What follows belongs to an exercise in optimizing a design on an open flow for small area and a short achievable clock period; a production flow would make more cautious choices.
RTL that was checked went through simulation tests only; none was proved equivalent to the original.

==> module ks_add, before the edit <==
module ks_add #(parameter N = 16) (input [N-1:0] a, input [N-1:0] b, input ci, output [N-1:0] s, output co);
  localparam L = $clog2(N);
  wire [N-1:0] g [0:L];
  wire [N-1:0] p [0:L];
  genvar i, l;
  generate
    for (i = 0; i < N; i = i + 1) begin : pg
      if (i == 0) begin : b0
        assign g[0][0] = (a[0] & b[0]) | ((a[0] ^ b[0]) & ci);
      end else begin : bi
        assign g[0][i] = a[i] & b[i];
      end
      assign p[0][i] = a[i] ^ b[i];
    end
    for (l = 0; l < L; l = l + 1) begin : lv
      for (i = 0; i < N; i = i + 1) begin : nd
        if (i >= (1 << l)) begin : m
          assign g[l+1][i] = g[l][i] | (p[l][i] & g[l][i - (1 << l)]);
          assign p[l+1][i] = p[l][i] & p[l][i - (1 << l)];
        end else begin : k
          assign g[l+1][i] = g[l][i];
          assign p[l+1][i] = p[l][i];
        end
      end
    end
    assign s[0] = p[0][0] ^ ci;
    for (i = 1; i < N; i = i + 1) begin : sm
      assign s[i] = p[0][i] ^ g[L][i-1];
    end
  endgenerate
  assign co = g[L][N-1];
endmodule
==> flow/config.mk <==
export PLATFORM = sky130hd
export DESIGN_NAME = qrs
export DESIGN_NICKNAME = qrs
export VERILOG_FILES = /design/flow/design.v
export SDC_FILE = /design/flow/constraint.sdc
export NUM_CORES = 4
export LEC_CHECK = 0
export CAP_MARGIN = 20
export CORE_MARGIN = 2
export CORE_UTILIZATION = 40
export SLEW_MARGIN = 20
==> flow/constraint.sdc <==
create_clock -name core_clock -period 25.0 [get_ports {clk}]
set_input_delay 5.0000 -clock core_clock [delete_from_list [all_inputs] [get_ports {clk}]]
set_output_delay 5.0000 -clock core_clock [all_outputs]
set_load 0.01 [all_outputs]
standard.sh (not shown) runs the stock make flow with config.mk's settings and CLKGATE_MAP_FILE= SYNTH_SCRIPT=/design/flow/synth_recipe.tcl, a recipe that flattens the netlist after the stock synthesis.
==> flow/flow/run.sh <==
#!/bin/bash
# Standard layout, with plain buf_2 cells as the port buffers and a clock tree
# of clkbuf_8 cells without dummy loads. Everything else is the standard.sh.
set -euo pipefail
export BUFFER_PORTS_ARGS="-buffer_cell sky130_fd_sc_hd__buf_2"
export CTS_ARGS="-sink_clustering_enable -repair_clock_nets -dont_use_dummy_load -buf_list sky130_fd_sc_hd__clkbuf_8"
bash standard.sh finish > standard_flow.log 2>&1
Then changed:
--- a/flow/design.v
+++ b/flow/design.v
@@ -176,11 +176,11 @@
   if (reset) dout <= 16'd0;
   else if (!ph) dout <= avg[15:0];
 assign data_out = dout;
 endmodule
 module ks_add #(parameter N = 16) (input [N-1:0] a, input [N-1:0] b, input ci, output [N-1:0] s, output co);
-  localparam L = $clog2(N);
+  localparam L = (N <= 2) ? 1 : (N <= 4) ? 2 : (N <= 8) ? 3 : (N <= 16) ? 4 : (N <= 32) ? 5 : 6;
   wire [N-1:0] g [0:L];
   wire [N-1:0] p [0:L];
   genvar i, l;
   generate
     for (i = 0; i < N; i = i + 1) begin : pg
Outcome: Design area stays the same. Synthesized area does not change. Global-route usage stays the same. Register-to-register slack stays flat. Routed wire length does not change. Via count is unchanged.
Only the layout flow was run in the first run of this note; the RTL was not checked for function there.

* * *

== the reference run ==
Another version of the RTL of qrs (not shown whole).
For scale: ~3100 cells after synthesis, roughly 550 flip-flops, roughly 160 I/O pins, ~28000 um2 of cells after synthesis.
export LEC_CHECK = 0
export ABC_AREA = 1
export CAP_MARGIN = 20
export CORE_MARGIN = 2
export CORE_UTILIZATION = 40
export SLEW_MARGIN = 20
create_clock -name core_clock -period 25.0 [get_ports {clk}]
==> flow/flow/run.sh <==
#!/bin/bash
# Standard layout (the standard.sh), with plain buf_2 cells as the port
# buffers and a clock tree of clkbuf_16 cells in sink clusters of up to 20,
# without dummy loads.
set -euo pipefail
export BUFFER_PORTS_ARGS="-buffer_cell sky130_fd_sc_hd__buf_2"
export CTS_ARGS="-sink_clustering_enable -repair_clock_nets -dont_use_dummy_load -buf_list sky130_fd_sc_hd__clkbuf_16 -sink_clustering_size 20 -sink_clustering_max_diameter 80"
bash standard.sh finish > standard_flow.log 2>&1
The reference run | stages: all done | timing, DRC, antenna: all pass
The following lists how the trial run was set up differently from the reference run:
--- a/flow/design.v
+++ b/flow/design.v
@@ -76,63 +76,61 @@
 wire [20:0] c2a;
 wire co_c2;
 assign c2a[4:0] = cc[4:0];
 rc_add #(16) a_c2(.a({{3{cc[17]}}, cc[17:5]}), .b({md[14], md}), .ci(1'b0), .s(c2a[20:5]), .co(co_c2));
 wire [18:0] es, ey, ea;
 wire co_ea;
 csa3 #(19) c_ea(.a({3'b0, h3m}), .b(~{3'b0, h1}), .c(~{2'b0, h2, 1'b0}), .s(es), .y(ey));
 ks_add #(19) a_ea(.a(es), .b({ey[17:0], 1'b1}), .ci(1'b1), .s(ea), .co(co_ea));
 wire [22:0] ka;
 wire co_ka;
 assign ka[4:0] = c2a[4:0];
-rc_add #(18) a_ka(.a({2'b0, c2a[20:5]}), .b(ea[18:1]), .ci(1'b0), .s(ka[22:5]), .co(co_ka));
+rc_add #(18) a_ka(.a({{2{c2a[20]}}, c2a[20:5]}), .b(ea[18:1]), .ci(1'b0), .s(ka[22:5]), .co(co_ka));
 reg [17:0] cc_r;
 reg [12:0] ml16_r;
 reg [15:0] klo_r;
 reg [6:0] khi_r;
-reg c2hi_r;                  
-reg [15:0] c2lo_r;           
 always @(posedge clk) begin
   cc_r <= cc;
   ml16_r <= ml16;
   klo_r <= ka[15:0];
   khi_r <= ka[22:16];
-  c2hi_r <= &c2a[20:16];
-  c2lo_r <= c2a[15:0];
 end
 wire [15:0] sl;
 wire co_sl;
 ks_add #(16) a_sl(.a(data_in), .b(cc_r[15:0]), .ci(1'b0), .s(sl), .co(co_sl));
 assign lnew = {cc_r[17] ^ (cc_r[16] & co_sl), cc_r[16] ^ co_sl, sl[15:5]};
 wire [13:0] mnew;
 wire co_mn;
 ks_add #(14) a_mn(.a({lnew[12], lnew}), .b(~{ml16_r[12], ml16_r}), .ci(1'b1), .s(mnew), .co(co_mn));
 wire [15:0] sk;
 wire co_sk;
 ks_add #(16) a_sk(.a(data_in), .b(klo_r), .ci(1'b0), .s(sk), .co(co_sk));
-wire [15:0] sc;
-wire co_sc;
-ks_add #(16) a_sc(.a(data_in), .b(c2lo_r), .ci(1'b0), .s(sc), .co(co_sc));
-wire c21 = co_sc & c2hi_r;
+wire [14:0] hna;
+wire co_hna;
+ks_add #(15) a_hna(.a({mnew[13], mnew}), .b({m0[13], m0}), .ci(1'b0), .s(hna), .co(co_hna));
+wire sa = ~ph & hna[14];
 wire [6:0] khi1 = khi_r + 7'd1;
 wire [6:0] khi = co_sk ? khi1 : khi_r;
-wire [15:0] dna = {khi[6:5] - {1'b0, c21}, khi[4:0], sk[15:7]};
+wire [15:0] dna = {khi[6:0], sk[15:7]};
 wire [18:0] t1s, t1y, t2s, t2y, tb;
 wire co_tb;
 csa3 #(19) c_t1(.a({2'b0, h3m, 1'b0}), .b({3'b0, hsum}), .c(~{3'b0, h2}), .s(t1s), .y(t1y));
 csa3 #(19) c_t2(.a(t1s), .b({t1y[17:0], 1'b1}), .c(~{2'b0, h3, 1'b0}), .s(t2s), .y(t2y));
 ks_add #(19) a_tb(.a(t2s), .b({t2y[17:0], 1'b1}), .ci(1'b0), .s(tb), .co(co_tb));
 wire [15:0] dnb = tb[18:3];
-wire [15:0] dn = ph ? dnb : dna;
-wire [15:0] sn;
-sq16 u_sq(.d(dn), .q(sn));
+wire [15:0] dn0 = ph ? dnb : dna;
+wire [15:0] dn = {dn0[15:14] + {1'b0, sa}, dn0[13:0]};
+wire [15:0] sn0, sn;
+sq16 u_sq(.d(dn0), .q(sn0));
+assign sn = {sn0[15] ^ (sa & dn0[0]), sn0[14:0]};
 always @(posedge clk, posedge reset)
   if (reset) begin
     m0 <= 14'd0;
     m1 <= 14'd0;
   end else if (!ph) begin
     m0 <= mnew;
     m1 <= m0;
   end
 wire [12:0] lA  = {lq[0][5:0], laux};
 wire [12:0] lA1 = {lq[2][5:0], lq[1]};
 wire [12:0] lB  = {lq[1][5:0], lq[0]};
Results
On clock buffer count in the final layout: the trial run sits below the reference run. Proportion of cell area occupied by multi-input gates: the trial run > the reference run. Going from the reference run to the trial run, minimum clock period increased 0.38 ns; sequential share of layout area down 0.30 points; setup slack on the worst flop-to-flop path moved down. The trial run completed end to end with timing, DRC and antenna clean. Across both runs, delay of the slowest cell on the worst path was lower for the trial run than for the reference run.
Only the layout flow was run in the trial run; the RTL was not checked for function there.

* * *

Another version of the RTL of qrs (not shown whole).
Size: ~2,800 cells after synthesis, ~550 flip-flops, ~160 I/O pins.
Settings: LEC_CHECK=0, ABC_AREA=1, CAP_MARGIN=20, CORE_MARGIN=2, CORE_UTILIZATION=40, SLEW_MARGIN=20; clock period 25.0 ns.
==> flow/flow/run.sh <==
#!/bin/bash
# Standard layout (the standard.sh), with plain buf_2 cells as the port
# buffers, a clock tree of clkbuf_16 cells in sink clusters of up to 25
# without dummy loads, and timing repair asked to leave 15.7 ns of setup slack.
set -euo pipefail
export BUFFER_PORTS_ARGS="-buffer_cell sky130_fd_sc_hd__buf_2"
export CTS_ARGS="-sink_clustering_enable -repair_clock_nets -dont_use_dummy_load -buf_list sky130_fd_sc_hd__clkbuf_16 -sink_clustering_size 25 -sink_clustering_max_diameter 90"
bash standard.sh SETUP_SLACK_MARGIN=15.7 finish > standard_flow.log 2>&1
Edit:
--- a/flow/design.v
+++ b/flow/design.v
@@ -27,29 +27,36 @@
 always @(posedge clk)
   up_r <= data_in;
 assign up = ph ? up_r : 16'd0;
 reg [7:0] xq [0:10];
 always @(posedge clk) begin
   xq[0] <= ph ? up_r[15:8] : data_in[7:0];
   for (t = 1; t < 11; t = t + 1) xq[t] <= xq[t-1];
 end
 reg [6:0] lq [0:30];
 reg [6:0] laux;
 wire [12:0] lnew;
 always @(posedge clk, posedge reset)
-  if (reset) lq[0] <= 7'd0;
-  else lq[0] <= ph ? laux : {1'b0, lnew[12:7]};
+  if (reset) begin
+    lq[0] <= 7'd0;
+    lq[1] <= 7'd0;
+    lq[2] <= 7'd0;
+  end else begin
+    lq[0] <= ph ? laux : {1'b0, lnew[12:7]};
+    lq[1] <= lq[0];
+    lq[2] <= lq[1];
+  end
 always @(posedge clk) begin
   laux <= lnew[6:0];
-  for (t = 1; t < 31; t = t + 1) lq[t] <= lq[t-1];
+  for (t = 3; t < 31; t = t + 1) lq[t] <= lq[t-1];
 end
 reg signed [13:0] m0, m1;    
 reg [15:0] h1, h2, h3;       
 wire [15:0] m0x = {{2{m0[13]}}, m0};
 wire [15:0] m1x = {{2{m1[13]}}, m1};
 wire [15:0] hsum, hdif, h3m;
 wire co_hs, co_hd, co_h3;
 sk_add #(16) a_hsum(.a(m0x), .b(m1x), .ci(1'b0), .s(hsum), .co(co_hs));    
 sk_add #(16) a_hdif(.a(m0x), .b(~m1x), .ci(1'b1), .s(hdif), .co(co_hd));   
 wire [15:0] h3s, h3y;
 csa3 #(16) c_h3(.a({m0x[14:0], 1'b0}), .b(m0x), .c(~m1x), .s(h3s), .y(h3y));
 sk_add #(16) a_h3m(.a(h3s), .b({h3y[14:0], 1'b1}), .ci(1'b0), .s(h3m), .co(co_h3));  
@@ -129,49 +136,48 @@
 wire [12:0] lA1 = {lq[2][5:0], lq[1]};
 wire [12:0] lB  = {lq[1][5:0], lq[0]};
 wire [13:0] lod;
 wire co_lo;
 sk_add #(14) a_lo(.a({lA[12], lA}), .b(~{lA1[12], lA1}), .ci(1'b1), .s(lod), .co(co_lo));
 assign low = ph ? {{3{lA[12]}}, lA} : 16'd0;
 assign low_out = ph ? {{2{lod[13]}}, lod} : {{2{lB[12]}}, lB, 1'b0};
 assign high = ph ? hdif : {m0x[14:0], 1'b0};
 wire [15:0] hcur = ph ? hsum : h3m;
 assign high_out = hcur;
 always @(posedge clk, posedge reset)
   if (reset) begin
-    h1 <= 16'd0; h2 <= 16'd0;
+    h1 <= 16'd0; h2 <= 16'd0; h3 <= 16'd0;
   end else begin
-    h1 <= hcur; h2 <= h1;
+    h1 <= hcur; h2 <= h1; h3 <= h2;
   end
-always @(posedge clk) h3 <= h2;
 reg [15:0] deri_r, sqr_r, s1;
 reg [16:0] pp;               
 wire [16:0] ppn;
 wire co_pp;
 rc_add #(17) a_pp(.a({1'b0, sqr_r}), .b({1'b0, s1}), .ci(1'b0), .s(ppn), .co(co_pp));
 always @(posedge clk, posedge reset)
   if (reset) begin
-    deri_r <= 16'd0; sqr_r <= 16'd0; pp <= 17'd0;
+    deri_r <= 16'd0; sqr_r <= 16'd0; s1 <= 16'd0; pp <= 17'd0;
   end else begin
-    deri_r <= dn; sqr_r <= sn; pp <= ppn;
+    deri_r <= dn; sqr_r <= sn; s1 <= sqr_r; pp <= ppn;
   end
-always @(posedge clk) s1 <= sqr_r;
 assign deri_out = deri_r;
 assign sqr_out = sqr_r;
 wire [15:0] avg;
 avg3 u_avg(.a(sqr_r), .b(pp), .q(avg));
 assign avg_out = avg[15:0];
 reg [15:0] dout;
-always @(posedge clk)
-  if (!ph) dout <= avg[15:0];      
+always @(posedge clk, posedge reset)
+  if (reset) dout <= 16'd0;
+  else if (!ph) dout <= avg[15:0];
 assign data_out = dout;
 endmodule
 module ks_add #(parameter N = 16) (input [N-1:0] a, input [N-1:0] b, input ci, output [N-1:0] s, output co);
   localparam L = (N <= 2) ? 1 : (N <= 4) ? 2 : (N <= 8) ? 3 : (N <= 16) ? 4 : (N <= 32) ? 5 : 6;
   wire [N-1:0] g [0:L];
   wire [N-1:0] p [0:L];
   genvar i, l;
   generate
     for (i = 0; i < N; i = i + 1) begin : pg
       if (i == 0) begin : b0
         assign g[0][0] = (a[0] & b[0]) | ((a[0] ^ b[0]) & ci);
       end else begin : bi
The new run ran to the end with no violations.
Maximum frequency stays flat.
Worst setup slack improved by 0.027 ns.
Non-clock buffer count is lower by 3.
Via count is higher slightly.
Worst hold slack is about the same.
First-iteration DRC count is higher by a few percent.
Core utilization is higher by 0.20 points.
Design area is higher slightly.
Synthesized cell count is higher slightly.
Die area is higher slightly.
Routed wire length is higher by a few percent.
No functional check of the RTL was part of the first run of this note.

* * *

== rev 12 ==
qrs, a different RTL version from the one above (not shown whole).
Size in the first run: roughly 2800 cells after synthesis, ~550 flip-flops, ~160 I/O pins, roughly 27000 sq um of cells after synthesis.
==> flow/config.mk <==
export PLATFORM = sky130hd
export DESIGN_NAME = qrs
export DESIGN_NICKNAME = qrs
export VERILOG_FILES = /design/flow/design.v
export SDC_FILE = /design/flow/constraint.sdc
export NUM_CORES = 4
export LEC_CHECK = 0
export ABC_AREA = 1
export CAP_MARGIN = 20
export CORE_MARGIN = 2
export CORE_UTILIZATION = 40
export SLEW_MARGIN = 20
==> flow/constraint.sdc <==
create_clock -name core_clock -period 25.0 [get_ports {clk}]
set_input_delay 5.0000 -clock core_clock [delete_from_list [all_inputs] [get_ports {clk}]]
set_output_delay 5.0000 -clock core_clock [all_outputs]
set_load 0.01 [all_outputs]
Scripts as last shown in full above: flow/flow/run.sh
Setup changes, rev 12 to rev 13
--- a/flow/design.v
+++ b/flow/design.v
@@ -24,49 +24,58 @@
     if (!ph && !cnt[4]) cnt <= cnt + 5'd1;
   end
 reg [15:0] up_r;
 always @(posedge clk)
   up_r <= data_in;
 assign up = ph ? up_r : 16'd0;
 reg [7:0] xq [0:10];
 always @(posedge clk) begin
   xq[0] <= ph ? up_r[15:8] : data_in[7:0];
   for (t = 1; t < 11; t = t + 1) xq[t] <= xq[t-1];
 end
-reg [6:0] lq [0:30];
+reg [5:0] lq [0:30];
+reg lb0;                     
+reg [14:1] lbq;              
+wire [14:0] lb = {lbq, lb0};
 reg [6:0] laux;
 wire [12:0] lnew;
 always @(posedge clk, posedge reset)
-  if (reset) lq[0] <= 7'd0;
-  else lq[0] <= ph ? laux : {1'b0, lnew[12:7]};
+  if (reset) begin
+    lq[0] <= 6'd0;
+    lb0 <= 1'b0;
+  end else begin
+    lq[0] <= ph ? laux[5:0] : lnew[12:7];
+    if (ph) lb0 <= laux[6];
+  end
 always @(posedge clk) begin
   laux <= lnew[6:0];
   for (t = 1; t < 31; t = t + 1) lq[t] <= lq[t-1];
+  if (ph) lbq <= lb[13:0];
 end
 reg signed [13:0] m0, m1;    
 reg [15:0] h1, h2, h3;       
 wire [15:0] m0x = {{2{m0[13]}}, m0};
 wire [15:0] m1x = {{2{m1[13]}}, m1};
 wire [15:0] hsum, hdif, h3m;
 wire co_hs, co_hd, co_h3;
 sk_add #(16) a_hsum(.a(m0x), .b(m1x), .ci(1'b0), .s(hsum), .co(co_hs));    
 sk_add #(16) a_hdif(.a(m0x), .b(~m1x), .ci(1'b1), .s(hdif), .co(co_hd));   
 wire [15:0] h3s, h3y;
 csa3 #(16) c_h3(.a({m0x[14:0], 1'b0}), .b(m0x), .c(~m1x), .s(h3s), .y(h3y));
 sk_add #(16) a_h3m(.a(h3s), .b({h3y[14:0], 1'b1}), .ci(1'b0), .s(h3m), .co(co_h3));  
 wire v3 = (cnt >= 5'd3);
 wire v6 = (cnt >= 5'd6);
 wire v16 = cnt[4];
 wire [15:0] mx3 = v3 ? {xq[3], xq[4]} : 16'd0;
 wire [15:0] mx6 = v6 ? {xq[9], xq[10]} : 16'd0;
-wire [12:0] ml16 = v16 ? {lq[30][5:0], lq[29]} : 13'd0;
+wire [12:0] ml16 = v16 ? {lq[30], lb[14], lq[29]} : 13'd0;
 wire [17:0] cc;
 wire co_cc;
 sk_add #(18) a_cc(.a({2'b0, mx6}), .b(~{1'b0, mx3, 1'b0}), .ci(1'b1), .s(cc), .co(co_cc));
 wire [14:0] md;
 wire co_md;
 rc_add #(15) a_md(.a({m0[13], m0}), .b(~{{2{ml16[12]}}, ml16}), .ci(1'b1), .s(md), .co(co_md));
 wire [20:0] c2a;
 wire co_c2;
 assign c2a[4:0] = cc[4:0];
 rc_add #(16) a_c2(.a({{3{cc[17]}}, cc[17:5]}), .b({md[14], md}), .ci(1'b0), .s(c2a[20:5]), .co(co_c2));
 wire [18:0] es, ey, ea;
@@ -117,39 +126,40 @@
 wire [15:0] dn = ph ? dnb : dna;
 wire [15:0] sn;
 sq16 u_sq(.d(dn), .q(sn));
 always @(posedge clk, posedge reset)
   if (reset) begin
     m0 <= 14'd0;
     m1 <= 14'd0;
   end else if (!ph) begin
     m0 <= mnew;
     m1 <= m0;
   end
-wire [12:0] lA  = {lq[0][5:0], laux};
-wire [12:0] lA1 = {lq[2][5:0], lq[1]};
-wire [12:0] lB  = {lq[1][5:0], lq[0]};
+wire [12:0] lA  = {lq[0], laux};
+wire [12:0] lA1 = {lq[2], lb[0], lq[1]};
+wire [12:0] lB  = {lq[1], lb[0], lq[0]};
 wire [13:0] lod;
 wire co_lo;
 sk_add #(14) a_lo(.a({lA[12], lA}), .b(~{lA1[12], lA1}), .ci(1'b1), .s(lod), .co(co_lo));
 assign low = ph ? {{3{lA[12]}}, lA} : 16'd0;
 assign low_out = ph ? {{2{lod[13]}}, lod} : {{2{lB[12]}}, lB, 1'b0};
 assign high = ph ? hdif : {m0x[14:0], 1'b0};
 wire [15:0] hcur = ph ? hsum : h3m;
 assign high_out = hcur;
 always @(posedge clk, posedge reset)
   if (reset) begin
-    h1 <= 16'd0; h2 <= 16'd0; h3 <= 16'd0;
+    h1 <= 16'd0; h2 <= 16'd0;
   end else begin
-    h1 <= hcur; h2 <= h1; h3 <= h2;
+    h1 <= hcur; h2 <= h1;
   end
+always @(posedge clk) h3 <= h2;
 reg [15:0] deri_r, sqr_r, s1;
 reg [16:0] pp;               
 wire [16:0] ppn;
 wire co_pp;
 rc_add #(17) a_pp(.a({1'b0, sqr_r}), .b({1'b0, s1}), .ci(1'b0), .s(ppn), .co(co_pp));
 always @(posedge clk, posedge reset)
   if (reset) begin
     deri_r <= 16'd0; sqr_r <= 16'd0; pp <= 17'd0;
   end else begin
     deri_r <= dn; sqr_r <= sn; pp <= ppn;
   end
[summary]
- The flow did not stop early for rev 13: all stages ran, and the layout cleared the timing, design-rule and antenna checks.
- NOTE TritonCTS buffer count rev 12->rev 13 decreased by a few percent
- Diff rev 12 -> rev 13: number of flops mapped to enable cells by yosys has increased, arrival time of data at the critical path endpoint +5.45 ns, first-iteration DRC count went down by about 13%.
- In the flow results for rev 12 and rev 13, the placeable core region is smaller on rev 13.
- Layout-stage area growth over the synthesis result was higher in the run labelled rev 13.
- Any difference in wire length between rev 13 and rev 12 is small enough to ignore.
- Sort rev 12 and rev 13 by minimum period implied by the final worst setup slack, ascending, and rev 12 comes first.
Only the layout flow was run in rev 12; the RTL was not checked for function there.

## static timing again, ports no longer ideal
How much do the figures lean on ideal ports? The routed layouts below were timed once more, with nothing changed but the port constraints. Step 1, drivers: a clkbuf_16 drives clk and a buf_2 each remaining input, both assumed. Step 2 adds t to the input delays and takes it off the output delays; t is the mean of the earliest and latest rising clock arrival at the registers after step 1. Input paths then give back, and output paths get back, about the clock's delay inside the block. Three values: ideal ports, drivers, drivers and shift; two values: the first two.
run | shift t [ns] | setup WS [ns] | worst data-port slew with drivers (ns)
the first run of note 1 | 0.681 | 13.272 / 13.218 / 12.848 | 0.04
the second run of note 1 | 0.681 | 13.272 / 13.218 / 12.848 | 0.04
the reference run | 0.619 | 15.317 / 15.358 / 14.739 | 0.07
the trial run | 0.605 | 14.942 / 14.942 / 14.522 | 0.07
the first run of note 3 | 0.610 | 15.943 / 15.914 / 15.378 | 0.04
the second run of note 3 | 0.600 | 15.970 / 15.955 / 15.411 | 0.11
rev 12 | 0.609 | 15.956 / 15.896 / 15.404 | 0.03
rev 13 | 0.595 | 15.938 / 15.979 / 15.385 | 0.06
After both steps every run listed still meets setup and hold. For the reference run, which loses most, drivers alone change the setup slack by +0.041 ns; drivers and shift together by -0.578 ns.
